Background: an optimization exercise with open tools, aiming at small area. Do not read the settings as production practice.
The RTL was checked by simulation tests, not by an equivalence proof against the original design.
No activity file was given, so power comes from the tool's default toggle rates.

## flow/config.mk

```make
export PLATFORM = sky130hd
export DESIGN_NAME = pitch_correction
export DESIGN_NICKNAME = pitch_correction
export VERILOG_FILES = /design/flow/design.v
export SDC_FILE = /design/flow/constraint.sdc
export NUM_CORES = 8
export LEC_CHECK = 0
export CAP_MARGIN = 20
export CORE_MARGIN = 2
export CORE_UTILIZATION = 70
export SLEW_MARGIN = 20
export SYNTH_HIERARCHICAL = 1
```

## flow/constraint.sdc

```tcl
create_clock -name core_clock -period 15.0 [get_ports {clk}]
set_input_delay 3.0000 -clock core_clock [delete_from_list [all_inputs] [get_ports {clk}]]
set_output_delay 3.0000 -clock core_clock [all_outputs]
set_load 0.01 [all_outputs]
```

## flow/design.v

```verilog
`timescale 1ns / 1ps
module aomux #(parameter N = 32) (
    input  wire [N*32-1:0] d,
    input  wire [N-1:0]    s,
    output wire [31:0]     q
);
    localparam G = (N + 2) / 3;
    wire [G*3*32-1:0] dd = {{(G*3-N)*32{1'b0}}, d};
    wire [G*3-1:0]    ss = {{(G*3-N){1'b0}}, s};
    genvar b, k;
    generate
        for (b = 0; b < 32; b = b + 1) begin : g_bit
            wire [G-1:0] t;
            for (k = 0; k < G; k = k + 1) begin : g_grp
                if (3*k + 2 < N) begin : g3
                    ao3n u (.a1(dd[(3*k)*32+b]),   .a2(ss[3*k]),
                            .b1(dd[(3*k+1)*32+b]), .b2(ss[3*k+1]),
                            .c1(dd[(3*k+2)*32+b]), .c2(ss[3*k+2]), .y(t[k]));
                end else if (3*k + 1 < N) begin : g2
                    ao2n u (.a1(dd[(3*k)*32+b]),   .a2(ss[3*k]),
                            .b1(dd[(3*k+1)*32+b]), .b2(ss[3*k+1]), .y(t[k]));
                end else begin : g1
                    assign t[k] = ~(dd[(3*k)*32+b] & ss[3*k]);
                end
            end
            assign q[b] = ~&t;
        end
    endgenerate
endmodule
module ao3n (
    input  wire a1, a2, b1, b2, c1, c2,
    output wire y
);
    assign y = ~((a1 & a2) | (b1 & b2) | (c1 & c2));
endmodule
module ao2n (
    input  wire a1, a2, b1, b2,
    output wire y
);
    assign y = ~((a1 & a2) | (b1 & b2));
endmodule
module sqsum (
    input  wire [15:0] re,
    input  wire [15:0] im,
    output wire [30:0] x
);
    wire w1 = ~(~(re[15] & ~re[0]) ^ ~(re[1] & re[14]));
    wire w2 = ~(re[15] & ~re[0]) | ~(re[1] & re[14]);
    wire w3 = ~(~(re[0] & re[11]) ^ ~(re[1] & re[10]));
    wire w4 = ~(re[0] & re[11]) | ~(re[1] & re[10]);
    wire w5, w6;
    fadd u_w5 (.a(~(re[0] & re[13])), .b(~(re[1] & re[12])), .c(~(re[2] & re[11])), .s(w5), .co(w6));
    wire w7 = ~(~(re[3] & re[10]) ^ ~(re[4] & re[9]));
    wire w8 = ~(re[3] & re[10]) | ~(re[4] & re[9]);
    wire w9, w10;
    fadd u_w9 (.a(~(re[0] & re[14])), .b(~(re[1] & re[13])), .c(~(re[2] & re[12])), .s(w9), .co(w10));
    wire w11 = ~(~(re[3] & re[11]) ^ ~(re[4] & re[10]));
    wire w12 = ~(re[3] & re[11]) | ~(re[4] & re[10]);
    wire w13, w14;
    fadd u_w13 (.a(~(re[2] & re[13])), .b(~(re[3] & re[12])), .c(~(re[4] & re[11])), .s(w13), .co(w14));
    wire w15, w16;
    fadd u_w15 (.a(~(re[5] & re[10])), .b(~(re[6] & re[9])), .c(~(re[7] & re[8])), .s(w15), .co(w16));
    wire w17, w18;
    fadd u_w17 (.a(~re[8]), .b(~re[15]), .c(~(im[15] & ~im[0])), .s(w17), .co(w18));
    wire w19, w20;
    fadd u_w19 (.a(~(im[1] & im[14])), .b(~(im[2] & im[13])), .c(~(im[3] & im[12])), .s(w19), .co(w20));
    wire w21, w22;
    fadd u_w21 (.a(~(re[15] & ~re[1])), .b(~(re[2] & re[14])), .c(~(re[3] & re[13])), .s(w21), .co(w22));
    wire w23, w24;
    fadd u_w23 (.a(~(re[4] & re[12])), .b(~(re[5] & re[11])), .c(~(re[6] & re[10])), .s(w23), .co(w24));
    wire w25, w26;
    fadd u_w25 (.a(~(re[7] & re[9])), .b(~(im[15] & ~im[1])), .c(~(im[2] & im[14])), .s(w25), .co(w26));
    wire w27, w28;
    fadd u_w27 (.a(~(re[15] & ~re[2])), .b(~(re[3] & re[14])), .c(~(re[4] & re[13])), .s(w27), .co(w28));
    wire w29, w30;
    fadd u_w29 (.a(~(re[5] & re[12])), .b(~(re[6] & re[11])), .c(~(re[7] & re[10])), .s(w29), .co(w30));
    wire w31, w32;
    fadd u_w31 (.a(~(re[8] & re[9])), .b(~re[9]), .c(~(im[15] & ~im[2])), .s(w31), .co(w32));
    wire w33, w34;
    fadd u_w33 (.a(~(re[15] & ~re[3])), .b(~(re[4] & re[14])), .c(~(re[5] & re[13])), .s(w33), .co(w34));
    wire w35, w36;
    fadd u_w35 (.a(~(re[15] & ~re[4])), .b(~(re[5] & re[14])), .c(~(re[6] & re[13])), .s(w35), .co(w36));
    wire w37 = ~(~(re[0] & re[7]) ^ ~(re[1] & re[6]));
    wire w38 = ~(re[0] & re[7]) | ~(re[1] & re[6]);
    wire w39, w40;
    fadd u_w39 (.a(~(re[0] & re[9])), .b(~(re[1] & re[8])), .c(~(re[2] & re[7])), .s(w39), .co(w40));
    wire w41 = ~(~(re[3] & re[6]) ^ ~(re[4] & re[5]));
    wire w42 = ~(re[3] & re[6]) | ~(re[4] & re[5]);
    wire w43, w44;
    fadd u_w43 (.a(~(re[0] & re[10])), .b(~(re[1] & re[9])), .c(~(re[2] & re[8])), .s(w43), .co(w44));
    wire w45 = ~(~(re[3] & re[7]) ^ ~(re[4] & re[6]));
    wire w46 = ~(re[3] & re[7]) | ~(re[4] & re[6]);
    wire w47, w48;
    fadd u_w47 (.a(~(re[2] & re[9])), .b(~(re[3] & re[8])), .c(~(re[4] & re[7])), .s(w47), .co(w48));
    wire w49, w50;
    fadd u_w49 (.a(~(re[5] & re[6])), .b(~re[6]), .c(~(im[0] & im[11])), .s(w49), .co(w50));
    wire w51, w52;
    fadd u_w51 (.a(~(im[1] & im[10])), .b(~(im[2] & im[9])), .c(~(im[3] & im[8])), .s(w51), .co(w52));
    wire w53, w54;
    fadd u_w53 (.a(~(re[0] & re[12])), .b(~(re[1] & re[11])), .c(~(re[2] & re[10])), .s(w53), .co(w54));
    wire w55, w56;
    fadd u_w55 (.a(~(re[3] & re[9])), .b(~(re[4] & re[8])), .c(~(re[5] & re[7])), .s(w55), .co(w56));
    wire w57, w58;
    fadd u_w57 (.a(~(im[0] & im[12])), .b(~(im[1] & im[11])), .c(~(im[2] & im[10])), .s(w57), .co(w58));
    wire w59 = ~(~(im[3] & im[9]) ^ ~(im[4] & im[8]));
    wire w60 = ~(im[3] & im[9]) | ~(im[4] & im[8]);
    wire w61, w62;
    fadd u_w61 (.a(~(re[5] & re[8])), .b(~(re[6] & re[7])), .c(~re[7]), .s(w61), .co(w62));
    wire w63, w64;
    fadd u_w63 (.a(~(im[0] & im[13])), .b(~(im[1] & im[12])), .c(~(im[2] & im[11])), .s(w63), .co(w64));
    wire w65, w66;
    fadd u_w65 (.a(~(im[3] & im[10])), .b(~(im[4] & im[9])), .c(~(im[5] & im[8])), .s(w65), .co(w66));
    wire w67, w68;
    fadd u_w67 (.a(~(im[6] & im[7])), .b(~im[7]), .c(w5), .s(w67), .co(w68));
    wire w69, w70;
    fadd u_w69 (.a(~(re[5] & re[9])), .b(~(re[6] & re[8])), .c(~(im[0] & im[14])), .s(w69), .co(w70));
    wire w71, w72;
    fadd u_w71 (.a(~(im[1] & im[13])), .b(~(im[2] & im[12])), .c(~(im[3] & im[11])), .s(w71), .co(w72));
    wire w73, w74;
    fadd u_w73 (.a(~(im[4] & im[10])), .b(~(im[5] & im[9])), .c(~(im[6] & im[8])), .s(w73), .co(w74));
    wire w75, w76;
    fadd u_w75 (.a(w9), .b(w11), .c(w6), .s(w75), .co(w76));
    wire w77, w78;
    fadd u_w77 (.a(~(im[4] & im[11])), .b(~(im[5] & im[10])), .c(~(im[6] & im[9])), .s(w77), .co(w78));
    wire w79, w80;
    fadd u_w79 (.a(~(im[7] & im[8])), .b(~im[8]), .c(~im[15]), .s(w79), .co(w80));
    wire w81, w82;
    fadd u_w81 (.a(w1), .b(w13), .c(w15), .s(w81), .co(w82));
    wire w83, w84;
    fadd u_w83 (.a(w17), .b(w19), .c(w10), .s(w83), .co(w84));
    wire w85, w86;
    fadd u_w85 (.a(~(im[3] & im[13])), .b(~(im[4] & im[12])), .c(~(im[5] & im[11])), .s(w85), .co(w86));
    wire w87, w88;
    fadd u_w87 (.a(~(im[6] & im[10])), .b(~(im[7] & im[9])), .c(w2), .s(w87), .co(w88));
    wire w89, w90;
    fadd u_w89 (.a(w21), .b(w23), .c(w25), .s(w89), .co(w90));
    wire w91, w92;
    fadd u_w91 (.a(w14), .b(w16), .c(w18), .s(w91), .co(w92));
    wire w93, w94;
    fadd u_w93 (.a(~(im[3] & im[14])), .b(~(im[4] & im[13])), .c(~(im[5] & im[12])), .s(w93), .co(w94));
    wire w95, w96;
    fadd u_w95 (.a(~(im[6] & im[11])), .b(~(im[7] & im[10])), .c(~(im[8] & im[9])), .s(w95), .co(w96));
    wire w97, w98;
    fadd u_w97 (.a(~im[9]), .b(w27), .c(w29), .s(w97), .co(w98));
    wire w99, w100;
    fadd u_w99 (.a(w31), .b(w22), .c(w24), .s(w99), .co(w100));
    wire w101, w102;
    fadd u_w101 (.a(~(re[6] & re[12])), .b(~(re[7] & re[11])), .c(~(re[8] & re[10])), .s(w101), .co(w102));
    wire w103, w104;
    fadd u_w103 (.a(~(im[15] & ~im[3])), .b(~(im[4] & im[14])), .c(~(im[5] & im[13])), .s(w103), .co(w104));
    wire w105, w106;
    fadd u_w105 (.a(~(im[6] & im[12])), .b(~(im[7] & im[11])), .c(~(im[8] & im[10])), .s(w105), .co(w106));
    wire w107, w108;
    fadd u_w107 (.a(w33), .b(w28), .c(w30), .s(w107), .co(w108));
    wire w109, w110;
    fadd u_w109 (.a(~(re[7] & re[12])), .b(~(re[8] & re[11])), .c(~(re[9] & re[10])), .s(w109), .co(w110));
    wire w111, w112;
    fadd u_w111 (.a(~re[10]), .b(~(im[15] & ~im[4])), .c(~(im[5] & im[14])), .s(w111), .co(w112));
    wire w113, w114;
    fadd u_w113 (.a(~(im[6] & im[13])), .b(~(im[7] & im[12])), .c(~(im[8] & im[11])), .s(w113), .co(w114));
    wire w115, w116;
    fadd u_w115 (.a(~(im[9] & im[10])), .b(~im[10]), .c(w35), .s(w115), .co(w116));
    wire w117, w118;
    fadd u_w117 (.a(~(re[15] & ~re[5])), .b(~(re[6] & re[14])), .c(~(re[7] & re[13])), .s(w117), .co(w118));
    wire w119, w120;
    fadd u_w119 (.a(~(re[8] & re[12])), .b(~(re[9] & re[11])), .c(~(im[15] & ~im[5])), .s(w119), .co(w120));
    wire w121, w122;
    fadd u_w121 (.a(~(im[6] & im[14])), .b(~(im[7] & im[13])), .c(~(im[8] & im[12])), .s(w121), .co(w122));
    wire w123, w124;
    fadd u_w123 (.a(~(re[15] & ~re[6])), .b(~(re[7] & re[14])), .c(~(re[8] & re[13])), .s(w123), .co(w124));
    wire w125, w126;
    fadd u_w125 (.a(~(re[9] & re[12])), .b(~(re[10] & re[11])), .c(~re[11]), .s(w125), .co(w126));
    wire w127, w128;
    fadd u_w127 (.a(~(im[15] & ~im[6])), .b(~(im[7] & im[14])), .c(~(im[8] & im[13])), .s(w127), .co(w128));
    wire w129, w130;
    fadd u_w129 (.a(~(re[15] & ~re[7])), .b(~(re[8] & re[14])), .c(~(re[9] & re[13])), .s(w129), .co(w130));
    wire w131, w132;
    fadd u_w131 (.a(~(re[15] & ~re[8])), .b(~(re[9] & re[14])), .c(~(re[10] & re[13])), .s(w131), .co(w132));
    wire w133, w134;
    fadd u_w133 (.a(~(re[0] & re[5])), .b(~(re[1] & re[4])), .c(~(re[2] & re[3])), .s(w133), .co(w134));
    wire w135 = ~(~(re[0] & re[6]) ^ ~(re[1] & re[5]));
    wire w136 = ~(re[0] & re[6]) | ~(re[1] & re[5]);
    wire w137, w138;
    fadd u_w137 (.a(~(re[2] & re[5])), .b(~(re[3] & re[4])), .c(~re[4]), .s(w137), .co(w138));
    wire w139, w140;
    fadd u_w139 (.a(~(im[0] & im[7])), .b(~(im[1] & im[6])), .c(~(im[2] & im[5])), .s(w139), .co(w140));
    wire w141, w142;
    fadd u_w141 (.a(~(re[0] & re[8])), .b(~(re[1] & re[7])), .c(~(re[2] & re[6])), .s(w141), .co(w142));
    wire w143, w144;
    fadd u_w143 (.a(~(re[3] & re[5])), .b(~(im[0] & im[8])), .c(~(im[1] & im[7])), .s(w143), .co(w144));
    wire w145 = ~(~(im[2] & im[6]) ^ ~(im[3] & im[5]));
    wire w146 = ~(im[2] & im[6]) | ~(im[3] & im[5]);
    wire w147, w148;
    fadd u_w147 (.a(~re[5]), .b(~(im[0] & im[9])), .c(~(im[1] & im[8])), .s(w147), .co(w148));
    wire w149, w150;
    fadd u_w149 (.a(~(im[2] & im[7])), .b(~(im[3] & im[6])), .c(~(im[4] & im[5])), .s(w149), .co(w150));
    wire w151, w152;
    fadd u_w151 (.a(~im[5]), .b(w39), .c(w41), .s(w151), .co(w152));
    wire w153, w154;
    fadd u_w153 (.a(~(im[0] & im[10])), .b(~(im[1] & im[9])), .c(~(im[2] & im[8])), .s(w153), .co(w154));
    wire w155, w156;
    fadd u_w155 (.a(~(im[3] & im[7])), .b(~(im[4] & im[6])), .c(w43), .s(w155), .co(w156));
    wire w157, w158;
    fadd u_w157 (.a(w45), .b(w40), .c(w42), .s(w157), .co(w158));
    wire w159, w160;
    fadd u_w159 (.a(~(im[4] & im[7])), .b(~(im[5] & im[6])), .c(~im[6]), .s(w159), .co(w160));
    wire w161, w162;
    fadd u_w161 (.a(w3), .b(w47), .c(w49), .s(w161), .co(w162));
    wire w163, w164;
    fadd u_w163 (.a(w51), .b(w44), .c(w46), .s(w163), .co(w164));
    wire w165, w166;
    fadd u_w165 (.a(~(im[5] & im[7])), .b(w4), .c(w53), .s(w165), .co(w166));
    wire w167, w168;
    fadd u_w167 (.a(w55), .b(w57), .c(w59), .s(w167), .co(w168));
    wire w169, w170;
    fadd u_w169 (.a(w48), .b(w50), .c(w52), .s(w169), .co(w170));
    wire w171, w172;
    fadd u_w171 (.a(w7), .b(w61), .c(w63), .s(w171), .co(w172));
    wire w173, w174;
    fadd u_w173 (.a(w65), .b(w67), .c(w54), .s(w173), .co(w174));
    wire w175, w176;
    fadd u_w175 (.a(w56), .b(w58), .c(w60), .s(w175), .co(w176));
    wire w177, w178;
    fadd u_w177 (.a(w8), .b(w69), .c(w71), .s(w177), .co(w178));
    wire w179, w180;
    fadd u_w179 (.a(w73), .b(w75), .c(w62), .s(w179), .co(w180));
    wire w181, w182;
    fadd u_w181 (.a(w64), .b(w66), .c(w68), .s(w181), .co(w182));
    wire w183, w184;
    fadd u_w183 (.a(w12), .b(w77), .c(w79), .s(w183), .co(w184));
    wire w185, w186;
    fadd u_w185 (.a(w81), .b(w83), .c(w70), .s(w185), .co(w186));
    wire w187, w188;
    fadd u_w187 (.a(w72), .b(w74), .c(w76), .s(w187), .co(w188));
    wire w189, w190;
    fadd u_w189 (.a(w20), .b(w85), .c(w87), .s(w189), .co(w190));
    wire w191, w192;
    fadd u_w191 (.a(w89), .b(w91), .c(w78), .s(w191), .co(w192));
    wire w193, w194;
    fadd u_w193 (.a(w80), .b(w82), .c(w84), .s(w193), .co(w194));
    wire w195, w196;
    fadd u_w195 (.a(w26), .b(w93), .c(w95), .s(w195), .co(w196));
    wire w197, w198;
    fadd u_w197 (.a(w97), .b(w99), .c(w86), .s(w197), .co(w198));
    wire w199, w200;
    fadd u_w199 (.a(w88), .b(w90), .c(w92), .s(w199), .co(w200));
    wire w201, w202;
    fadd u_w201 (.a(w32), .b(w101), .c(w103), .s(w201), .co(w202));
    wire w203, w204;
    fadd u_w203 (.a(w105), .b(w107), .c(w94), .s(w203), .co(w204));
    wire w205, w206;
    fadd u_w205 (.a(w96), .b(w98), .c(w100), .s(w205), .co(w206));
    wire w207, w208;
    fadd u_w207 (.a(w34), .b(w109), .c(w111), .s(w207), .co(w208));
    wire w209, w210;
    fadd u_w209 (.a(w113), .b(w115), .c(w102), .s(w209), .co(w210));
    wire w211, w212;
    fadd u_w211 (.a(w104), .b(w106), .c(w108), .s(w211), .co(w212));
    wire w213, w214;
    fadd u_w213 (.a(~(im[9] & im[11])), .b(w36), .c(w117), .s(w213), .co(w214));
    wire w215, w216;
    fadd u_w215 (.a(w119), .b(w121), .c(w110), .s(w215), .co(w216));
    wire w217, w218;
    fadd u_w217 (.a(w112), .b(w114), .c(w116), .s(w217), .co(w218));
    wire w219, w220;
    fadd u_w219 (.a(~(im[9] & im[12])), .b(~(im[10] & im[11])), .c(~im[11]), .s(w219), .co(w220));
    wire w221, w222;
    fadd u_w221 (.a(w123), .b(w125), .c(w127), .s(w221), .co(w222));
    wire w223, w224;
    fadd u_w223 (.a(w118), .b(w120), .c(w122), .s(w223), .co(w224));
    wire w225, w226;
    fadd u_w225 (.a(~(re[10] & re[12])), .b(~(im[15] & ~im[7])), .c(~(im[8] & im[14])), .s(w225), .co(w226));
    wire w227, w228;
    fadd u_w227 (.a(~(im[9] & im[13])), .b(~(im[10] & im[12])), .c(w129), .s(w227), .co(w228));
    wire w229, w230;
    fadd u_w229 (.a(w124), .b(w126), .c(w128), .s(w229), .co(w230));
    wire w231, w232;
    fadd u_w231 (.a(~(re[11] & re[12])), .b(~re[12]), .c(~(im[15] & ~im[8])), .s(w231), .co(w232));
    wire w233, w234;
    fadd u_w233 (.a(~(im[9] & im[14])), .b(~(im[10] & im[13])), .c(~(im[11] & im[12])), .s(w233), .co(w234));
    wire w235, w236;
    fadd u_w235 (.a(~im[12]), .b(w131), .c(w130), .s(w235), .co(w236));
    wire w237, w238;
    fadd u_w237 (.a(~(re[15] & ~re[9])), .b(~(re[10] & re[14])), .c(~(re[11] & re[13])), .s(w237), .co(w238));
    wire w239, w240;
    fadd u_w239 (.a(~(im[15] & ~im[9])), .b(~(im[10] & im[14])), .c(~(im[11] & im[13])), .s(w239), .co(w240));
    wire w241, w242;
    fadd u_w241 (.a(~(re[15] & ~re[10])), .b(~(re[11] & re[14])), .c(~(re[12] & re[13])), .s(w241), .co(w242));
    wire w243, w244;
    fadd u_w243 (.a(~re[13]), .b(~(im[15] & ~im[10])), .c(~(im[11] & im[14])), .s(w243), .co(w244));
    wire w245, w246;
    fadd u_w245 (.a(~(re[0] & re[3])), .b(~(re[1] & re[2])), .c(~re[2]), .s(w245), .co(w246));
    wire w247 = ~(~(re[0] & re[4]) ^ ~(re[1] & re[3]));
    wire w248 = ~(re[0] & re[4]) | ~(re[1] & re[3]);
    wire w249, w250;
    fadd u_w249 (.a(~re[3]), .b(~(im[0] & im[5])), .c(~(im[1] & im[4])), .s(w249), .co(w250));
    wire w251 = ~(~(im[2] & im[3]) ^ ~im[3]);
    wire w252 = ~(im[2] & im[3]) | ~im[3];
    wire w253, w254;
    fadd u_w253 (.a(~(re[2] & re[4])), .b(~(im[0] & im[6])), .c(~(im[1] & im[5])), .s(w253), .co(w254));
    wire w255, w256;
    fadd u_w255 (.a(~(im[2] & im[4])), .b(w135), .c(w134), .s(w255), .co(w256));
    wire w257, w258;
    fadd u_w257 (.a(~(im[3] & im[4])), .b(~im[4]), .c(w37), .s(w257), .co(w258));
    wire w259, w260;
    fadd u_w259 (.a(w137), .b(w139), .c(w136), .s(w259), .co(w260));
    wire w261, w262;
    fadd u_w261 (.a(w38), .b(w141), .c(w143), .s(w261), .co(w262));
    wire w263, w264;
    fadd u_w263 (.a(w145), .b(w138), .c(w140), .s(w263), .co(w264));
    wire w265, w266;
    fadd u_w265 (.a(w147), .b(w149), .c(w151), .s(w265), .co(w266));
    wire w267, w268;
    fadd u_w267 (.a(w142), .b(w144), .c(w146), .s(w267), .co(w268));
    wire w269, w270;
    fadd u_w269 (.a(w153), .b(w155), .c(w157), .s(w269), .co(w270));
    wire w271, w272;
    fadd u_w271 (.a(w148), .b(w150), .c(w152), .s(w271), .co(w272));
    wire w273, w274;
    fadd u_w273 (.a(w159), .b(w161), .c(w163), .s(w273), .co(w274));
    wire w275, w276;
    fadd u_w275 (.a(w154), .b(w156), .c(w158), .s(w275), .co(w276));
    wire w277, w278;
    fadd u_w277 (.a(w165), .b(w167), .c(w169), .s(w277), .co(w278));
    wire w279, w280;
    fadd u_w279 (.a(w160), .b(w162), .c(w164), .s(w279), .co(w280));
    wire w281, w282;
    fadd u_w281 (.a(w171), .b(w173), .c(w175), .s(w281), .co(w282));
    wire w283, w284;
    fadd u_w283 (.a(w166), .b(w168), .c(w170), .s(w283), .co(w284));
    wire w285, w286;
    fadd u_w285 (.a(w177), .b(w179), .c(w181), .s(w285), .co(w286));
    wire w287, w288;
    fadd u_w287 (.a(w172), .b(w174), .c(w176), .s(w287), .co(w288));
    wire w289, w290;
    fadd u_w289 (.a(w183), .b(w185), .c(w187), .s(w289), .co(w290));
    wire w291, w292;
    fadd u_w291 (.a(w178), .b(w180), .c(w182), .s(w291), .co(w292));
    wire w293, w294;
    fadd u_w293 (.a(w189), .b(w191), .c(w193), .s(w293), .co(w294));
    wire w295, w296;
    fadd u_w295 (.a(w184), .b(w186), .c(w188), .s(w295), .co(w296));
    wire w297, w298;
    fadd u_w297 (.a(w195), .b(w197), .c(w199), .s(w297), .co(w298));
    wire w299, w300;
    fadd u_w299 (.a(w190), .b(w192), .c(w194), .s(w299), .co(w300));
    wire w301, w302;
    fadd u_w301 (.a(w201), .b(w203), .c(w205), .s(w301), .co(w302));
    wire w303, w304;
    fadd u_w303 (.a(w196), .b(w198), .c(w200), .s(w303), .co(w304));
    wire w305, w306;
    fadd u_w305 (.a(w207), .b(w209), .c(w211), .s(w305), .co(w306));
    wire w307, w308;
    fadd u_w307 (.a(w202), .b(w204), .c(w206), .s(w307), .co(w308));
    wire w309, w310;
    fadd u_w309 (.a(w213), .b(w215), .c(w217), .s(w309), .co(w310));
    wire w311, w312;
    fadd u_w311 (.a(w208), .b(w210), .c(w212), .s(w311), .co(w312));
    wire w313, w314;
    fadd u_w313 (.a(w219), .b(w221), .c(w223), .s(w313), .co(w314));
    wire w315, w316;
    fadd u_w315 (.a(w214), .b(w216), .c(w218), .s(w315), .co(w316));
    wire w317, w318;
    fadd u_w317 (.a(w225), .b(w227), .c(w229), .s(w317), .co(w318));
    wire w319, w320;
    fadd u_w319 (.a(w220), .b(w222), .c(w224), .s(w319), .co(w320));
    wire w321, w322;
    fadd u_w321 (.a(w231), .b(w233), .c(w235), .s(w321), .co(w322));
    wire w323, w324;
    fadd u_w323 (.a(w226), .b(w228), .c(w230), .s(w323), .co(w324));
    wire w325, w326;
    fadd u_w325 (.a(w132), .b(w237), .c(w239), .s(w325), .co(w326));
    wire w327, w328;
    fadd u_w327 (.a(w232), .b(w234), .c(w236), .s(w327), .co(w328));
    wire w329, w330;
    fadd u_w329 (.a(~(im[12] & im[13])), .b(~im[13]), .c(w241), .s(w329), .co(w330));
    wire w331, w332;
    fadd u_w331 (.a(w243), .b(w238), .c(w240), .s(w331), .co(w332));
    wire w333, w334;
    fadd u_w333 (.a(~(re[15] & ~re[11])), .b(~(re[12] & re[14])), .c(~(im[15] & ~im[11])), .s(w333), .co(w334));
    wire w335, w336;
    fadd u_w335 (.a(~(im[12] & im[14])), .b(w242), .c(w244), .s(w335), .co(w336));
    wire w337, w338;
    fadd u_w337 (.a(~(re[15] & ~re[12])), .b(~(re[13] & re[14])), .c(~re[14]), .s(w337), .co(w338));
    wire w339, w340;
    fadd u_w339 (.a(~(im[15] & ~im[12])), .b(~(im[13] & im[14])), .c(~im[14]), .s(w339), .co(w340));
    wire w341 = ~(~(re[0] & re[1]) ^ ~re[1]);
    wire w342 = ~(re[0] & re[1]) | ~re[1];
    wire w343 = ~(~(im[0] & im[3]) ^ ~(im[1] & im[2]));
    wire w344 = ~(im[0] & im[3]) | ~(im[1] & im[2]);
    wire w345, w346;
    fadd u_w345 (.a(~(im[0] & im[4])), .b(~(im[1] & im[3])), .c(w247), .s(w345), .co(w346));
    wire w347, w348;
    fadd u_w347 (.a(w133), .b(w249), .c(w251), .s(w347), .co(w348));
    wire w349, w350;
    fadd u_w349 (.a(w253), .b(w255), .c(w250), .s(w349), .co(w350));
    wire w351, w352;
    fadd u_w351 (.a(w257), .b(w259), .c(w254), .s(w351), .co(w352));
    wire w353, w354;
    fadd u_w353 (.a(w261), .b(w263), .c(w258), .s(w353), .co(w354));
    wire w355, w356;
    fadd u_w355 (.a(w265), .b(w267), .c(w262), .s(w355), .co(w356));
    wire w357, w358;
    fadd u_w357 (.a(w269), .b(w271), .c(w266), .s(w357), .co(w358));
    wire w359, w360;
    fadd u_w359 (.a(w273), .b(w275), .c(w270), .s(w359), .co(w360));
    wire w361, w362;
    fadd u_w361 (.a(w277), .b(w279), .c(w274), .s(w361), .co(w362));
    wire w363, w364;
    fadd u_w363 (.a(w281), .b(w283), .c(w278), .s(w363), .co(w364));
    wire w365, w366;
    fadd u_w365 (.a(w285), .b(w287), .c(w282), .s(w365), .co(w366));
    wire w367, w368;
    fadd u_w367 (.a(w289), .b(w291), .c(w286), .s(w367), .co(w368));
    wire w369, w370;
    fadd u_w369 (.a(w293), .b(w295), .c(w290), .s(w369), .co(w370));
    wire w371, w372;
    fadd u_w371 (.a(w297), .b(w299), .c(w294), .s(w371), .co(w372));
    wire w373, w374;
    fadd u_w373 (.a(w301), .b(w303), .c(w298), .s(w373), .co(w374));
    wire w375, w376;
    fadd u_w375 (.a(w305), .b(w307), .c(w302), .s(w375), .co(w376));
    wire w377, w378;
    fadd u_w377 (.a(w309), .b(w311), .c(w306), .s(w377), .co(w378));
    wire w379, w380;
    fadd u_w379 (.a(w313), .b(w315), .c(w310), .s(w379), .co(w380));
    wire w381, w382;
    fadd u_w381 (.a(w317), .b(w319), .c(w314), .s(w381), .co(w382));
    wire w383, w384;
    fadd u_w383 (.a(w321), .b(w323), .c(w318), .s(w383), .co(w384));
    wire w385, w386;
    fadd u_w385 (.a(w325), .b(w327), .c(w322), .s(w385), .co(w386));
    wire w387, w388;
    fadd u_w387 (.a(w329), .b(w331), .c(w326), .s(w387), .co(w388));
    wire w389, w390;
    fadd u_w389 (.a(w333), .b(w335), .c(w330), .s(w389), .co(w390));
    wire w391, w392;
    fadd u_w391 (.a(w337), .b(w339), .c(w334), .s(w391), .co(w392));
    wire w393, w394;
    fadd u_w393 (.a(~(re[15] & ~re[13])), .b(~(im[15] & ~im[13])), .c(w338), .s(w393), .co(w394));
    wire w395, w396;
    fadd u_w395 (.a(~(re[15] & ~re[14])), .b(~re[15]), .c(~(im[15] & ~im[14])), .s(w395), .co(w396));
    wire w397 = ~(~(im[0] & im[1]) ^ ~im[1]);
    wire w398 = ~(im[0] & im[1]) | ~im[1];
    wire w399, w400;
    fadd u_w399 (.a(~(re[0] & re[2])), .b(~(im[0] & im[2])), .c(w342), .s(w399), .co(w400));
    wire w401, w402;
    fadd u_w401 (.a(~im[2]), .b(w245), .c(w343), .s(w401), .co(w402));
    wire w403, w404;
    fadd u_w403 (.a(w246), .b(w345), .c(w344), .s(w403), .co(w404));
    wire w405, w406;
    fadd u_w405 (.a(w248), .b(w347), .c(w346), .s(w405), .co(w406));
    wire w407, w408;
    fadd u_w407 (.a(w252), .b(w349), .c(w348), .s(w407), .co(w408));
    wire w409, w410;
    fadd u_w409 (.a(w256), .b(w351), .c(w350), .s(w409), .co(w410));
    wire w411, w412;
    fadd u_w411 (.a(w260), .b(w353), .c(w352), .s(w411), .co(w412));
    wire w413, w414;
    fadd u_w413 (.a(w264), .b(w355), .c(w354), .s(w413), .co(w414));
    wire w415, w416;
    fadd u_w415 (.a(w268), .b(w357), .c(w356), .s(w415), .co(w416));
    wire w417, w418;
    fadd u_w417 (.a(w272), .b(w359), .c(w358), .s(w417), .co(w418));
    wire w419, w420;
    fadd u_w419 (.a(w276), .b(w361), .c(w360), .s(w419), .co(w420));
    wire w421, w422;
    fadd u_w421 (.a(w280), .b(w363), .c(w362), .s(w421), .co(w422));
    wire w423, w424;
    fadd u_w423 (.a(w284), .b(w365), .c(w364), .s(w423), .co(w424));
    wire w425, w426;
    fadd u_w425 (.a(w288), .b(w367), .c(w366), .s(w425), .co(w426));
    wire w427, w428;
    fadd u_w427 (.a(w292), .b(w369), .c(w368), .s(w427), .co(w428));
    wire w429, w430;
    fadd u_w429 (.a(w296), .b(w371), .c(w370), .s(w429), .co(w430));
    wire w431, w432;
    fadd u_w431 (.a(w300), .b(w373), .c(w372), .s(w431), .co(w432));
    wire w433, w434;
    fadd u_w433 (.a(w304), .b(w375), .c(w374), .s(w433), .co(w434));
    wire w435, w436;
    fadd u_w435 (.a(w308), .b(w377), .c(w376), .s(w435), .co(w436));
    wire w437, w438;
    fadd u_w437 (.a(w312), .b(w379), .c(w378), .s(w437), .co(w438));
    wire w439, w440;
    fadd u_w439 (.a(w316), .b(w381), .c(w380), .s(w439), .co(w440));
    wire w441, w442;
    fadd u_w441 (.a(w320), .b(w383), .c(w382), .s(w441), .co(w442));
    wire w443, w444;
    fadd u_w443 (.a(w324), .b(w385), .c(w384), .s(w443), .co(w444));
    wire w445, w446;
    fadd u_w445 (.a(w328), .b(w387), .c(w386), .s(w445), .co(w446));
    wire w447, w448;
    fadd u_w447 (.a(w332), .b(w389), .c(w388), .s(w447), .co(w448));
    wire w449, w450;
    fadd u_w449 (.a(w336), .b(w391), .c(w390), .s(w449), .co(w450));
    wire w451, w452;
    fadd u_w451 (.a(w340), .b(w393), .c(w392), .s(w451), .co(w452));
    wire w453, w454;
    fadd u_w453 (.a(~im[15]), .b(w395), .c(w394), .s(w453), .co(w454));
    wire [30:0] ra = {w453, w451, w449, w447, w445, w443, w441, w439, w437, w435, w433, w431, w429, w427, w425, w423, w421, w419, w417, w415, w413, w411, w409, w407, w405, w403, w401, w399, w341, 1'b1, ~re[0]};
    wire [30:0] rb = {w452, w450, w448, w446, w444, w442, w440, w438, w436, w434, w432, w430, w428, w426, w424, w422, w420, w418, w416, w414, w412, w410, w408, w406, w404, w402, w400, w398, w397, 1'b1, ~im[0]};
    assign x = ra + rb + 31'd1;
endmodule
module fadd (
    input  wire a, b, c,
    output wire s, co
);
    assign s  = a ^ b ^ c;
    assign co = (a & b) | (a & c) | (b & c);
endmodule
`timescale 1ns / 1ps
module pitch_correction(
    input wire clk,
    input wire reset,
    input wire [31:0] S_AXIS_DATA_0_tdata,
    input wire  S_AXIS_DATA_0_tlast,
    output wire S_AXIS_DATA_0_tready,
    input wire  S_AXIS_DATA_0_tvalid,
    output wire [31:0] m_axis_data_tdata,
    output wire        m_axis_data_tlast,
    input  wire        m_axis_data_tready,
    output wire        m_axis_data_tvalid,
    output wire [15:0] m_axis_config_tdata,
    input  wire m_axis_config_tready,
    output wire m_axis_config_tvalid,
    output wire [31:0] monitor_fft_out,
    output wire monitor_fft_vld,
    output wire [31:0] monitor_pitch_out,
    output wire monitor_pitch_vld,
    input wire pitch_enable
    );
    localparam LS = 3;               
    localparam S  = 1 << LS;
    localparam NT = 256 / S;         
    wire        in_v = S_AXIS_DATA_0_tvalid;
    wire [31:0] din  = S_AXIS_DATA_0_tdata;
    reg rst_d, cfg_v;
    always @(posedge clk) begin
        rst_d <= reset;
        cfg_v <= rst_d;
    end
    assign m_axis_config_tvalid = cfg_v;
    assign m_axis_config_tdata  = 16'h0001;
    assign m_axis_data_tlast    = 1'b0;
    assign monitor_fft_out      = din;
    assign monitor_fft_vld      = in_v;
    localparam FILLING = 2'd0, READY = 2'd1, EMPTYING = 2'd2;
    reg  [1:0] state;
    reg  [7:0] wp;        
    reg  [7:0] rp;        
    reg        ovld;
    wire       acc     = ovld & m_axis_data_tready;
    wire       lastacc = acc & (rp == 8'd255);
    always @(posedge clk) begin
        if (reset) begin
            state <= FILLING;
            wp    <= 8'd0;
            rp    <= 8'd0;
            ovld  <= 1'b0;
        end else begin
            if (in_v)
                wp <= wp + 8'd1;
            case (state)
                FILLING:  if (wp == 8'd255) state <= READY;
                READY:    if (acc) state <= EMPTYING;
                EMPTYING: if (lastacc) state <= FILLING;
                default:  state <= state;
            endcase
            if (state == READY)
                ovld <= 1'b1;
            else if (state == FILLING || lastacc)
                ovld <= 1'b0;
            if (acc)
                rp <= rp + 8'd1;
            else if (state == FILLING)
                rp <= 8'd0;
        end
    end
    wire        lower = ~wp[7];
    wire [30:0] xsq;
    sqsum u_sq (.re(din[15:0]), .im(din[31:16]), .x(xsq));
    reg  [30:0] nb;
    reg  [6:0]  peak;
    wire        gt  = (xsq < nb);
    wire        upd = in_v & lower & gt;
    wire        cap_x = in_v & lower & (gt | (wp[6:0] == 7'd10) |
                                        ((&nb) & (wp[6:0] == peak)));
    wire        cap_y = in_v & wp[7] & ((wp[6:0] == 7'd10) | (wp[6:0] == peak));
    always @(posedge clk) begin
        nb <= ~in_v ? {31{1'b1}} : upd ? xsq : nb;
        if (reset)
            peak <= 7'd0;
        else if (upd)
            peak <= wp[6:0];
    end
    wire [31:0]   dconj = {(~din[31:16]) + 16'd1, din[15:0]};
    reg  [8191:0] ring;
    always @(posedge clk)
        ring <= {ring[8159:0], in_v ? dconj : ring[8191:8160]};
    wire [NT*32-1:0] taps;
    genvar g;
    generate
        for (g = 0; g < NT; g = g + 1) begin : g_tap
            assign taps[g*32 +: 32] = ring[g*S*32 +: 32];
        end
    endgenerate
    reg  [7:0]      stl;
    reg  [(S-1)*32-1:0] dl;
    wire [NT-1:0]   tsel = {{(NT-1){1'b0}}, 1'b1} << stl[7:LS];
    wire [31:0]     tap;
    aomux #(.N(NT)) u_tap (.d(taps), .s(tsel), .q(tap));
    always @(posedge clk) begin
        stl <= ovld ? stl + {7'd0, ~m_axis_data_tready} : 8'd0;
        dl  <= {dl[(S-2)*32-1:0], tap};
    end
    wire [S-1:0] ssel = {{(S-1){1'b0}}, 1'b1} << stl[LS-1:0];
    wire [31:0]  stream;
    aomux #(.N(S)) u_stream (.d({dl, tap}), .s(ssel), .q(stream));
    reg         cap_xd, cap_yd;
    reg  [31:0] cx, cy;
    wire        swp = (rp[6:0] == 7'd10) | (rp[6:0] == peak);
    always @(posedge clk) begin
        cap_xd <= cap_x;
        cap_yd <= cap_y;
        if (cap_xd | (acc & swp & ~rp[7]))
            cx <= stream;
        if (cap_yd | (acc & swp & rp[7]))
            cy <= stream;
    end
    wire [3:0]  osel = {~pitch_enable,
                        pitch_enable & swp & rp[7],
                        pitch_enable & swp & ~rp[7],
                        pitch_enable & ~swp};
    wire [31:0] rd;
    aomux #(.N(4)) u_out (.d({din, cy, cx, stream}), .s(osel), .q(rd));
    assign m_axis_data_tdata    = rd;
    assign m_axis_data_tvalid   = pitch_enable ? ovld : in_v;
    assign S_AXIS_DATA_0_tready = pitch_enable | m_axis_data_tready;
    assign monitor_pitch_out    = rd;
    assign monitor_pitch_vld    = ovld;
endmodule
```

## flow/flow/run.sh

```bash
#!/bin/bash
# Own layout flow: the standard flow (standard.sh, standard synthesis
# included), with clock tree synthesis run without dummy loads and the port
# buffers made with the smallest buffer (repair_design still resizes them).
# Each tool's full output stays in orfs/logs/; make's output goes to
# flow_make.log.
set -euo pipefail
export CTS_ARGS="-sink_clustering_enable -repair_clock_nets -dont_use_dummy_load -buf_list sky130_fd_sc_hd__clkbuf_8 -root_buf sky130_fd_sc_hd__clkbuf_16 -sink_clustering_size 20 -sink_clustering_max_diameter 35"
export BUFFER_PORTS_ARGS="-buffer_cell sky130_fd_sc_hd__buf_1"
bash standard.sh finish > flow_make.log 2>&1
```

## flow/standard.sh

```bash
#!/bin/bash
# synth_recipe.tcl (not shown) runs the flow's synth.tcl, then flattens the netlist and writes it again
# the make line also repeats each setting of config.mk as NAME=value (left out here)
make -C /OpenROAD-flow-scripts/flow DESIGN_CONFIG=/design/flow/config.mk WORK_HOME=/design/flow/orfs CLKGATE_MAP_FILE= SYNTH_SCRIPT=/design/flow/synth_recipe.tcl "${@:-finish}"
```

==> flow_summary.json, run 1 <==
{
  "status": "timing/DRC/antenna clean",
  "wl_per_cell_um": 22.4,
  "tightest_slew_ns": 1.21,
  "report.final.hold_viol_count": 0,
  "start_util_pct": 70.5,
  "fin_setup_tns_ns": 0,
  "cp_slowest_stage_delay_ns": 0.80,
  "core_area_sq_mm": 0.268,
  "cts_resized": 0,
  "multi_input_area_sq_mm": 0.0165,
  "htreeDepth": 6,
  "critPathCaptureType": "register",
  "cp.required_ns": 15.84,
  "skew_ns": 0.129,
  "finalMaxSlewViolations": 0,
  "gp_congestion": 0.837,
  "ant_nets": 0,
  "finalPower_mw": 38.4,
  "nFillCells": 15300,
  "worst-path-max-fanout": 23,
  "grt_pass1_vias": 77100,
  "hold_buffers": 0,
  "grt-ovfl-total": 0,
  "rows": 190,
  "die_w_um": 524,
  "yosys_warnings": 7,
  "clk_latency_ns": 1.10,
  "grt_usage_pct": 24.3,
  "yosys.cell_types.count": 72,
  "viasPerCell": 5.07,
  "post-cts-setup-buffer-count": 0,
  "synth.area.top_cells": "dfxtp_1 (90%), fa_1 (2.3%), a222oi_1 (2.2%)",
  "io_buffers": 137,
  "drc_errors": 0,
  "rsz0062_at_grt": "false",
  "cp_slowest_cell": "buf_1",
  "setup_ws_ns": 3.67,
  "netlist_area_sq_mm": 0.189,
  "cap_violations": 0,
  "clk_pin_slew_ns": 0.10,
  "yosys.area.top_type": "dfxtp_1",
  "pre_cts_slack_ns": 2.72,
  "fin_crit_ns": 11.33,
  "layout.nets": 11700,
  "p_per_area_mw_per_mm2": 189,
  "clock_path_buffers": 4,
  "cp_top_family": "adder cells",
  "synth_edf_count": 64,
  "vias": 75600,
  "synthTopCellsByCount": "dfxtp_1 (8485), a222oi_1 (416), nand2_1 (296), fa_1 (213), inv_1 (105)",
  "setup_viol": 0,
  "yosysMostFrequentCell": "dfxtp_1",
  "finalCritPeriodShare_pct": 75.5,
  "syn2layout_area_growth_pct": 7.53,
  "drive_above_1_share_pct": 8.36,
  "cts_root_buf": "clkbuf_16",
  "grt_pass1_wl_mm": 489,
  "stdcell_count": 14900,
  "fmax_mhz": 88.3,
  "grt_max_degree": 39,
  "crit_buf_inv": 4,
  "antenna_found_initial": 33,
  "relSlewSlack_pct": 19.4,
  "drt_iter0_drc": 6408,
  "leakagePower_nw": 80.7,
  "crit_path_frequent_cell": "fa_1",
  "ys_ff_latch": 8549,
  "ir_worst_vdd_uv": 334,
  "synth_top_area_share_pct": 89.8,
  "io_pins": 157,
  "synthCells": 10600,
  "synthArstFlopShare_pct": 0,
  "die_y_um": 524,
  "whs_ns": 0.230,
  "numCtsBuffers": 661,
  "start_kind": "primary input",
  "avgSynthCellArea_sq_um": 17.9,
  "wl_mm": 334,
  "cts.sinks": 8549,
  "dp_hpwl_mm": 194,
  "crit_type": "in -> reg",
  "place_inst": 14200,
  "synth-main-ff-cell": "dfxtp_1",
  "min_path_type": "reg -> reg",
  "dieArea_sq_mm": 0.275,
  "cts_tree": "yes",
  "first_pass_iters": 9,
  "ys_seq_area_share_pct": 90.8,
  "arrival_ns": 12.17,
  "regArea_sq_mm": 0.172
}
[registers in the layout, summed over array words and instances (netlist names)]
name	cells
ovld	1
cfg_v	1
ring	8192
cap_xd	1
stl	8
state	2
peak	7
cap_yd	1
cx	32
wp	8
nb	31
dl	224
rp	8
cy	32
rst_d	1
[report_power, final]
group / total, mW / leakage [nW] / switching [mW] / internal, mW
Combinational: 4.99 / 6.49 / 2.96 / 2.02
Clock: 10.2 / 4.76 / 6.28 / 3.95
Sequential: 23.2 / 69.4 / 0.126 / 23.1
Total: 38.4 / 80.7 / 9.37 / 29.1
[cell usage in the layout (no fill, tap or decap), types with 24 or more instances in the layout]
cell type and count:
a21bo_1 30, a21oi_1 48, a222oi_1 416, a22oi_2 64
buf_1 126, buf_4 85, clkbuf_8 660, dfxtp_1 8485
edfxtp_1 64, fa_1 213, ha_1 82, inv_1 104
mux2_2 61, nand2_1 296, nand2b_1 24, nand3_1 78
nand4_1 85, nor2_1 59, nor2_4 33, o21ai_0 34
or3_1 37, xnor2_1 36, xor2_1 26
[per-module statistics from Yosys, one instance, submodules excluded, a selection]
module / copies in the design / area [sq um]
pitch_correction: 1 / 176000
sqsum: 1 / 2940
fadd: 212 / 20.0
ao2n: 64 / 12.5
ao3n: 416 / 10.0
[metrics by stage]
step | cell area [sq um] | util [%]
2_1_floorplan | 189000 | -
3_3_place_gp | 194000 | 72.4
3_5_place_dp | 194000 | 72.4
4_1_cts | 203000 | 75.8
5_1_grt | 203000 | 75.8
6_report | 204000 | 75.8
[worst reg2reg max path: stages (launching register included)]
cell and delay (ns):
dfxtp_1 0.43, nand2b_1 0.74, nor2_4 0.29, buf_4 0.50, a222oi_1 0.58, nand4_1 0.34
or3_1 0.60, a222oi_1 0.44, nand3_1 0.22
[routing by layer]
metal	GRT usage, %	share of wire [%]
met4	7.74	2.9
met3	4.52	6.0
met1	36.9	48
met2	35.8	43
met5	0	0
[cell type report]
cell class                 instances  area share [%]
clock buffer                     661            4.48
tap                             3552            2.18
sequential                      8549            84.4
inverter                         105           0.194
timing repair buffer             225           0.594
antenna                           13          0.0160
multi-input combinational       1800            8.13
[path summary, 6_finish.rpt]
path         cells after the start  slack, ns   endpoint                     from
max                             25       3.67     nb[14]  S_AXIS_DATA_0_tdata[13]
min                              0       0.23  ring[381]                ring[349]
max reg2reg                      8      10.56     cx[22]                   stl[4]
min reg2reg                      0       0.23  ring[381]                ring[349]
[cells by family (layout without fill, tap and decap cells)]
logic type	after synthesis	count (layout)	synth area share, %
flip-flops	8549	8549	90.8
AO/OA/AOI/OAI	664	664	3.30
XOR/XNOR	62	62	0.287
multiplexers	69	69	0.405
other	2	30	0.00397
buffers and inverters	256	991	0.684
AND/OR/NAND/NOR	693	693	1.76
adder cells (fa/ha/maj)	295	295	2.80
==> inputs of run 2 (changes only) <==
--- a/flow/flow/run.sh
+++ b/flow/flow/run.sh
@@ -7,3 +7,3 @@
 set -euo pipefail
-export CTS_ARGS="-sink_clustering_enable -repair_clock_nets -dont_use_dummy_load -buf_list sky130_fd_sc_hd__clkbuf_8 -root_buf sky130_fd_sc_hd__clkbuf_16 -sink_clustering_size 20 -sink_clustering_max_diameter 35"
+export CTS_ARGS="-sink_clustering_enable -repair_clock_nets -dont_use_dummy_load -buf_list sky130_fd_sc_hd__clkbuf_4 -root_buf sky130_fd_sc_hd__clkbuf_16 -sink_clustering_size 11 -sink_clustering_max_diameter 30"
 export BUFFER_PORTS_ARGS="-buffer_cell sky130_fd_sc_hd__buf_1"
==> flow_summary.json, run 2 <==
{
  "layout_commonest_cell": "dfxtp_1",
  "cts.sinks": 8549,
  "clk_pin_slew_ns": 0.08,
  "swShare_pct": 25.0,
  "finalMaxSlewViolations": 0,
  "synthArstFlopShare_pct": 0,
  "finish.instance_area_sq_mm": 0.201,
  "pre_cts_slack_ns": 2.72,
  "crit_chain": "clkbuf_2, nand2b_1, fa_1, fa_1, fa_1, fa_1, fa_1, fa_1, ha_1, a21oi_1, o21ai_0, inv_1, o311ai_1, a221o_1, a311oi_2, xnor2_1, ha_1, nand4_1, nor4_1, a221oi_1, o2111ai_1, a31oi_4, buf_4, mux2_2",
  "min_path_type": "reg -> reg",
  "pwr-share-comb_pct": 13.4,
  "synth_top_area_share_pct": 89.8,
  "grt_pass1_wl_mm": 491,
  "yosys.cell_types.count": 72,
  "placed_cell_area_sq_mm": 0.194,
  "skew_ns": 0.208,
  "netlist_area_sq_mm": 0.189,
  "grt_max_degree": 39,
  "largest_register_ffs": 8192,
  "report.final.hold_viol_count": 0,
  "rsz0062_at_grt": "false",
  "synth_edf_count": 64,
  "worst-path-max-fanout": 23,
  "p_int_mw": 27.9,
  "relSlewSlack_pct": 20.2,
  "netSwitchingPower_mw": 9.28,
  "setup_viol": 0,
  "drive_above_1_share_pct": 10.4,
  "ys_ff_latch": 8549,
  "cts_tree": "yes",
  "largest_register": "ring",
  "start_kind": "primary input",
  "cp.required_ns": 16.02,
  "rows": 190,
  "start_util_pct": 70.5,
  "core_area_sq_mm": 0.268,
  "yosys.area.top_type": "dfxtp_1",
  "cts_root_buf": "clkbuf_16",
  "fmax_mhz": 92.8,
  "avgSynthCellArea_sq_um": 17.9,
  "antenna_found_initial": 35,
  "vias": 77200,
  "arrival_ns": 11.80,
  "post-cts-setup-buffer-count": 0,
  "gp_congestion": 0.837,
  "yosys_warnings": 7,
  "grt_usage_pct": 24.3,
  "finalCritPeriodShare_pct": 71.8,
  "cp_slowest_cell": "fa_1",
  "critPathCaptureType": "register",
  "seqPwrFrac_pct": 62.4,
  "p_per_area_mw_per_mm2": 185,
  "first_pass_iters": 10,
  "yosysMostFrequentCell": "dfxtp_1",
  "ant_nets": 0,
  "cts_resized": 0,
  "clock_path_buffers": 4,
  "cap_violations": 0,
  "die_w_um": 524,
  "clk_latency_ns": 1.35,
  "setup_ws_ns": 4.22,
  "io_buffers": 137,
  "ir_worst_vdd_uv": 339,
  "htreeDepth": 6,
  "p_clk_share_pct": 24.2,
  "grt-ovfl-total": 0,
  "finish.utilization_pct": 75.0,
  "synthTopCellsByCount": "dfxtp_1 (8485), a222oi_1 (416), nand2_1 (296), fa_1 (213), inv_1 (105)",
  "fin_setup_tns_ns": 0,
  "layout_common_cells": "dfxtp_1 (8485), clkbuf_4 (918), a222oi_1 (416)",
  "cp_slowest_stage_delay_ns": 0.66,
  "drt_iter0_drc": 6140,
  "syn2layout_area_growth_pct": 6.37,
  "hold_buffers": 0,
  "cp_top_family": "adder cells",
  "dp_hpwl_mm": 194,
  "die_y_um": 524,
  "wl_per_cell_um": 21.9,
  "wl_mm": 333,
  "io_pins": 157,
  "synthCells": 10600,
  "tightest_slew_ns": 1.20,
  "numCtsBuffers": 917,
  "drc_errors": 0,
  "crit_buf_inv": 3,
  "synth.area.top_cells": "dfxtp_1 (90%), fa_1 (2.3%), a222oi_1 (2.2%)",
  "grt_pass1_vias": 79200,
  "leakagePower_nw": 80.2,
  "ys_seq_area_share_pct": 90.8,
  "top_regs": "ring: 8192 flops, dl: 224 flops",
  "synth-main-ff-cell": "dfxtp_1",
  "crit_path_frequent_cell": "fa_1",
  "crit_type": "in -> reg",
  "dieArea_sq_mm": 0.275,
  "viasPerCell": 5.09,
  "layout.nets": 11900,
  "fin_crit_ns": 10.78,
  "status": "timing/DRC/antenna clean"
}
[run 2: logic make-up (layout without fill, tap and decap cells)]
family,after synthesis,count (layout),synth area share (%)
AND/OR/NAND/NOR,693,693,1.76
adder cells (fa/ha/maj),295,295,2.80
AO/OA/AOI/OAI,664,664,3.30
multiplexers,69,69,0.405
other,2,34,0.00397
buffers and inverters,256,1247,0.684
XOR/XNOR,62,62,0.287
flip-flops,8549,8549,90.8
[run 2: per-stage QoR]
stage | std cells | hold WS [ns] | power (mW)
after global placement | 14200 | 0.309 | 28.7
final | 15200 | 0.218 | 37.2
after detailed placement | 14200 | 0.312 | 28.7
after CTS | 15100 | 0.201 | 37.5
after floorplan | 10600 | 0.310 | 27.2
after global routing | 15100 | 0.204 | 39.0
[run 2: worst paths after layout]
check / startpoint / end / cells after the start / slack, ns
setup / recovery: S_AXIS_DATA_0_tdata[16] / nb[14] / 24 / 4.22
setup reg to reg: stl[4] / cy[22] / 8 / 10.51
hold reg to reg: ring[5465] / ring[5497] / 0 / 0.22
hold / removal: ring[5465] / ring[5497] / 0 / 0.22
[run 2: worst reg2reg max path: stages (launching register included)]
cell	delay, ns
dfxtp_1	0.44
nand2b_1	0.74
nor2_4	0.29
buf_4	0.49
a222oi_1	0.59
nand4_1	0.34
or3_1	0.60
a222oi_1	0.45
nand3_1	0.22
[run 2: modules after synthesis, one instance, submodules excluded, excerpt]
module / cells / area, sq um
pitch_correction: 9148 / 176000
sqsum: 555 / 2940
fadd: 1 / 20.0
ao2n: 1 / 12.5
ao3n: 1 / 10.0
[run 2: area by class of cell]
type,instances,area (sq um)
flip-flops and latches,8549,172000
fillers,15800,67100
multi-input cells,1800,16500
clock buffers,917,6900
well taps,3552,4440
repair buffers,225,1210
inverters,105,394
diodes,17,42.5
[run 2: power groups by stage]
stage          Clock (mW)  Sequential, mW  Combinational (mW)
6_report             8.99            23.2                5.00
5_1_grt              10.1            23.3                5.56
4_1_cts              9.26            23.2                5.01
3_5_place_dp            0            23.7                4.96
3_3_place_gp            0            23.7                4.98
2_1_floorplan           0            23.7                3.54
[run 2: routing by layer]
metal / share of wire (%) / up-vias / GRT usage (%)
met5: 0.023 / - / 0
met4: 2.6 / 12 / 8.32
met3: 6.0 / 535 / 4.72
met2: 43 / 2144 / 35.7
met1: 48 / 37800 / 36.7
li1: - / 36700 / -
==> inputs of run 3 (changes only) <==
--- a/flow/flow/run.sh
+++ b/flow/flow/run.sh
@@ -7,3 +7,3 @@
 set -euo pipefail
-export CTS_ARGS="-sink_clustering_enable -repair_clock_nets -dont_use_dummy_load -buf_list sky130_fd_sc_hd__clkbuf_4 -root_buf sky130_fd_sc_hd__clkbuf_16 -sink_clustering_size 11 -sink_clustering_max_diameter 30"
+export CTS_ARGS="-sink_clustering_enable -repair_clock_nets -dont_use_dummy_load -buf_list sky130_fd_sc_hd__clkbuf_4 -root_buf sky130_fd_sc_hd__clkbuf_16 -sink_clustering_size 11 -sink_clustering_max_diameter 35"
 export BUFFER_PORTS_ARGS="-buffer_cell sky130_fd_sc_hd__buf_1"
--- a/flow/config.mk
+++ b/flow/config.mk
@@ -7,6 +7,6 @@
 export LEC_CHECK = 0
-export CAP_MARGIN = 20
+export CAP_MARGIN = 40
 export CORE_MARGIN = 2
-export CORE_UTILIZATION = 70
-export SLEW_MARGIN = 20
+export CORE_UTILIZATION = 55
+export SLEW_MARGIN = 50
 export SYNTH_HIERARCHICAL = 1
==> flow_summary.json, run 3 <==
{
  "report.final.hold_viol_count": 0,
  "relSlewSlack_pct": 50.3,
  "r2r_slack_ns": 10.73,
  "synth_top_family_by_area": "compound AO/OA/AOI/OAI gates",
  "p_per_area_mw_per_mm2": 183,
  "vias": 76900,
  "synth_edf_count": 64,
  "start_util_pct": 55.2,
  "synth_mux_area_share_pct": 0.405,
  "setup_viol": 0,
  "ys_seq_area_share_pct": 90.8,
  "die_w_um": 591,
  "fin_crit_ns": 10.33,
  "drive_above_1_share_pct": 10.6,
  "arrival_ns": 11.51,
  "synthCells": 10600,
  "dp_hpwl_mm": 199,
  "syn2layout_area_growth_pct": 7.31,
  "placed_cell_area_sq_mm": 0.196,
  "gp_congestion": 0.848,
  "ir_worst_vdd_uv": 291,
  "fin_setup_tns_ns": 0,
  "finalMaxSlewViolations": 0,
  "drt_iter0_drc": 5832,
  "fmax_mhz": 96.8,
  "io_buffers": 137,
  "io_pins": 157,
  "grt_pass1_vias": 79700,
  "core_area_sq_mm": 0.343,
  "top_regs": "ring: 8192 flops, dl: 224 flops",
  "first_pass_iters": 8,
  "synth-xor-area-share_pct": 0.287,
  "grt-ovfl-total": 0,
  "setup_ws_ns": 4.67,
  "ant_nets": 0,
  "grt_pass1_wl_mm": 495,
  "netlist_area_sq_mm": 0.189,
  "clock_path_buffers": 4,
  "yosys_warnings": 7,
  "rsz0062_at_grt": "false",
  "clk_latency_ns": 1.39,
  "cts.sinks": 8549,
  "worst-path-max-fanout": 30,
  "pre_cts_slack_ns": 3.36,
  "drc_errors": 0,
  "critPathCaptureType": "register",
  "skew_ns": 0.173,
  "finish.instance_area_sq_mm": 0.203,
  "post-cts-setup-buffer-count": 0,
  "cts_tree": "yes",
  "clk_pin_slew_ns": 0.10,
  "viasPerCell": 4.74,
  "grt_usage_pct": 19.0,
  "cap_violations": 0,
  "largest_register_ffs": 8192,
  "synthAdderAreaFrac_pct": 2.80,
  "largest_register": "ring",
  "synthArstFlopShare_pct": 0,
  "tightest_slew_ns": 0.745,
  "synth-main-ff-cell": "dfxtp_1",
  "hold_buffers": 0,
  "synth_compound_area_share_pct": 3.30,
  "die_y_um": 591,
  "cp.required_ns": 16.17,
  "yosysMostFrequentCell": "dfxtp_1",
  "ys_ff_latch": 8549,
  "whs_ns": 0.208,
  "wl_mm": 332,
  "synth.area.top_cells": "dfxtp_1 (90%), fa_1 (2.3%), a222oi_1 (2.2%)",
  "layout.nets": 12000,
  "dieArea_sq_mm": 0.349,
  "cts_root_buf": "clkbuf_16",
  "synthSimpleGateAreaFrac_pct": 1.76,
  "rows": 215,
  "layout_common_cells": "dfxtp_1 (8484), clkbuf_4 (894), a222oi_1 (416)",
  "avgSynthCellArea_sq_um": 17.9,
  "crit_type": "in -> reg",
  "min_path_type": "reg -> reg",
  "finalCritPeriodShare_pct": 68.9,
  "leakagePower_nw": 80.4,
  "grt_max_degree": 49,
  "synth_top_area_share_pct": 89.8,
  "htreeDepth": 6,
  "synthTopCellsByCount": "dfxtp_1 (8485), a222oi_1 (416), nand2_1 (296), fa_1 (213), inv_1 (105)",
  "numCtsBuffers": 891,
  "status": "timing/DRC/antenna clean",
  "yosys.cell_types.count": 72,
  "antenna_found_initial": 42,
  "wl_per_cell_um": 20.5,
  "cts_resized": 0,
  "yosys.area.top_type": "dfxtp_1",
  "start_kind": "primary input",
  "layout_commonest_cell": "dfxtp_1"
}
## run 3: cell counts after synthesis
Identical to the previous run, type by type.
## run 3: layer usage
layer  part of all wire [%]  track usage, %  vias to the layer above
li1                       -               -                    36700
met1                     48            27.7                    37500
met5                      0               0                        -
met2                     43            28.6                     1980
met4                    2.7            6.18                        0
met3                    5.5            3.81                      605
## run 3: power breakdown
part	leakage (nW)	switching, mW	internal, mW
combinational	6.82	2.93	1.99
clock	4.11	6.23	2.73
sequential	69.4	0.123	23.1
## run 3: path summary, 6_finish.rpt
check	from	to	depth (start not counted)
max	S_AXIS_DATA_0_tdata[14]	nb[20]	25
min	ring[3648]	ring[3680]	0
max reg2reg	stl[3]	cx[4]	9
min reg2reg	ring[3648]	ring[3680]	0
## run 3: through the flow
stage	utilization [%]	instances	power, mW
2_1_floorplan	-	10600	27.2
3_3_place_gp	57.1	15200	28.6
3_5_place_dp	57.3	15300	28.6
4_1_cts	59.2	16200	37.5
5_1_grt	59.2	16200	39.0
6_report	59.3	16200	37.1
## run 3: cells by family after synthesis
kind of cell / after synthesis
xor gates and xnor gates: 62
other: 2
muxes: 69
and+or+nand+nor: 693
AOI/OAI and AO/OA: 664
buffers and inverters: 256
adders and majority gates: 295
DFF: 8549
## run 3: cell type report
cell class	instances	area (sq um)
sequential	8549	172000
inverter	105	394
fill	25800	140000
clock buffer	891	6710
antenna	26	65.1
multi-input combinational	1800	16600
tap	4557	5700
timing repair buffer	275	1860
## run 3: modules after synthesis (local to each module, per instance), excerpt
| module | cell area, sq um | cells inside |
|---|---|---|
| ao2n | 12.5 | 1 |
| ao3n | 10.0 | 1 |
| fadd | 20.0 | 1 |
| pitch_correction | 176000 | 9148 |
| sqsum | 2940 | 555 |
## run 3: worst max-delay path, stage by stage
cell	delay, ns
clkbuf_2	0.46
buf_4	0.37
nand2_1	0.11
fa_1	0.51
fa_1	0.53
fa_1	0.57
fa_1	0.46
fa_1	0.58
fa_1	0.47
ha_1	0.41
and2_1	0.17
and3_1	0.19
o21ai_0	0.15
a2111oi_0	0.58
a211o_1	0.18
a31oi_1	0.05
xnor2_1	0.26
ha_1	0.29
nand4_1	0.15
nor4_2	0.09
a221oi_1	0.37
o2111ai_1	0.23
a31oi_4	0.41
buf_4	0.47
mux2_2	0.39
==> inputs of run 4 (changes only) <==
--- a/flow/design.v
+++ b/flow/design.v
@@ -584,9 +584,11 @@
     reg  [6:0]  peak;
-    wire        gt  = (xsq < nb);
-    wire        upd = in_v & lower & gt;
+    wire        first = (wp[6:0] == 7'd0);
+    wire        gt    = first ? ~&xsq : (xsq < nb);
+    wire        upd   = in_v & lower & gt;
     wire        cap_x = in_v & lower & (gt | (wp[6:0] == 7'd10) |
-                                        ((&nb) & (wp[6:0] == peak)));
+                                        (~first & (&nb) & (wp[6:0] == peak)));
     wire        cap_y = in_v & wp[7] & ((wp[6:0] == 7'd10) | (wp[6:0] == peak));
     always @(posedge clk) begin
-        nb <= ~in_v ? {31{1'b1}} : upd ? xsq : nb;
+        if (in_v & lower & (first | gt))
+            nb <= xsq;
         if (reset)
--- a/flow/flow/run.sh
+++ b/flow/flow/run.sh
@@ -7,3 +7,3 @@
 set -euo pipefail
-export CTS_ARGS="-sink_clustering_enable -repair_clock_nets -dont_use_dummy_load -buf_list sky130_fd_sc_hd__clkbuf_4 -root_buf sky130_fd_sc_hd__clkbuf_16 -sink_clustering_size 11 -sink_clustering_max_diameter 35"
+export CTS_ARGS="-sink_clustering_enable -repair_clock_nets -dont_use_dummy_load -buf_list sky130_fd_sc_hd__clkbuf_4 -root_buf sky130_fd_sc_hd__clkbuf_16 -sink_clustering_size 12 -sink_clustering_max_diameter 28"
 export BUFFER_PORTS_ARGS="-buffer_cell sky130_fd_sc_hd__buf_1"
--- a/flow/config.mk
+++ b/flow/config.mk
@@ -7,6 +7,6 @@
 export LEC_CHECK = 0
-export CAP_MARGIN = 40
+export CAP_MARGIN = 20
 export CORE_MARGIN = 2
-export CORE_UTILIZATION = 55
-export SLEW_MARGIN = 50
+export CORE_UTILIZATION = 80
+export SLEW_MARGIN = 20
 export SYNTH_HIERARCHICAL = 1
==> flow_summary.json, run 4 <==
{
  "status": "aborted with a tool error",
  "lastStage": "detailed placement",
  "error": "Error: detail_place.tcl, 38 bad optional access",
  "yosys_warnings": 7,
  "yosys.area.top_type": "dfxtp_1",
  "synth.area.top_cells": "dfxtp_1 (89%), fa_1 (2.3%), a222oi_1 (2.2%)",
  "ys_ff_latch": 8549,
  "synthTopCellsByCount": "dfxtp_1 (8454), a222oi_1 (416), nand2_1 (265), fa_1 (213), inv_1 (104)",
  "start_util_pct": 80.4,
  "rows": 178,
  "synthArstFlopShare_pct": 0,
  "synth-main-ff-cell": "dfxtp_1",
  "netlist_area_sq_mm": 0.189,
  "ys_seq_area_share_pct": 91.0,
  "synth_top_area_share_pct": 89.5,
  "synth_edf_count": 95,
  "synthCells": 10500,
  "yosysMostFrequentCell": "dfxtp_1",
  "gp_congestion": 0.877,
  "die_w_um": 490,
  "avgSynthCellArea_sq_um": 18.0,
  "io_buffers": 137,
  "yosys.cell_types.count": 73,
  "io_pins": 157,
  "die_y_um": 490
}
## run 4: cell count changes after synthesis, sizes merged, moves of 4 or more
cell / delta
o21ai: -6
nor2: +4
mux2: -28
buf: -4
clkbuf: -6
nand3: +4
nand2: -31
edfxtp: +31
nand4: +6
dfxtp: -31
## run 4: cell families after synthesis
| kind of cell | synth area share [%] |
|---|---|
| AOI/OAI and AO/OA | 3.28 |
| DFF | 91.0 |
| xor gates and xnor gates | 0.292 |
| and+or+nand+nor | 1.74 |
| muxes | 0.246 |
| adders and majority gates | 2.80 |
| buffers and inverters | 0.673 |
| other | 0.00397 |
## run 4: Yosys stat by module (local to each module, per instance), a selection
module / copies in the design / area [sq um]
pitch_correction: 1 / 176000
ao3n: 416 / 10.0
ao2n: 64 / 12.5
fadd: 212 / 20.0
sqsum: 1 / 2940
## run 4: per-stage QoR
step / cell area [sq um] / power (mW) / setup WS (ns)
after floorplan: 189000 / 27.2 / 3.73
after global placement: 194000 / 28.5 / 3.57
## run 4: worst min path at each step
stage | startpoint | end | slack [ns]
3_3_place_gp | ring[5295] | ring[5327] | 0.31
2_1_floorplan | rst_d | cfg_v | 0.31
## run 4: power by group through the flow
stage          logic [mW]  clock network [mW]  registers (mW)
2_1_floorplan        3.40                   0            23.8
3_3_place_gp         4.60                   0            23.9

[afterwards: timing with drivers on the ports]
Ports are ideal in the flow. The routed layouts listed here were re-timed in OpenROAD.
Step 1 assumes that a clkbuf_16 drives the clock port and a buf_2 every other input.
Step 2 moves the port delays by t, midway between the first and last clock arrival at a register: inputs arrive t later, outputs are due t later. That takes back most of the time a late clock gives input paths.
a / b / c = ideal / step 1 / step 2; a / b = the first two.
| run | t, ns | setup slack, ns | slew at the worst register clock pin (ns) | worst data-port slew with drivers (ns) |
|---|---|---|---|---|
| run 1 | 1.127 | 3.670 / 3.733 / 2.605 | 0.12 / 0.12 | 0.05 |
| run 2 | 1.357 | 4.224 / 4.289 / 2.932 | 0.11 / 0.11 | 0.05 |
| run 3 | 1.409 | 4.667 / 4.739 / 3.330 | 0.12 / 0.12 | 0.05 |
After both steps setup and hold are still met in every run listed. The setup slack of run 3, which loses most, moves by +0.072 ns with the drivers and by -1.337 ns with both steps.
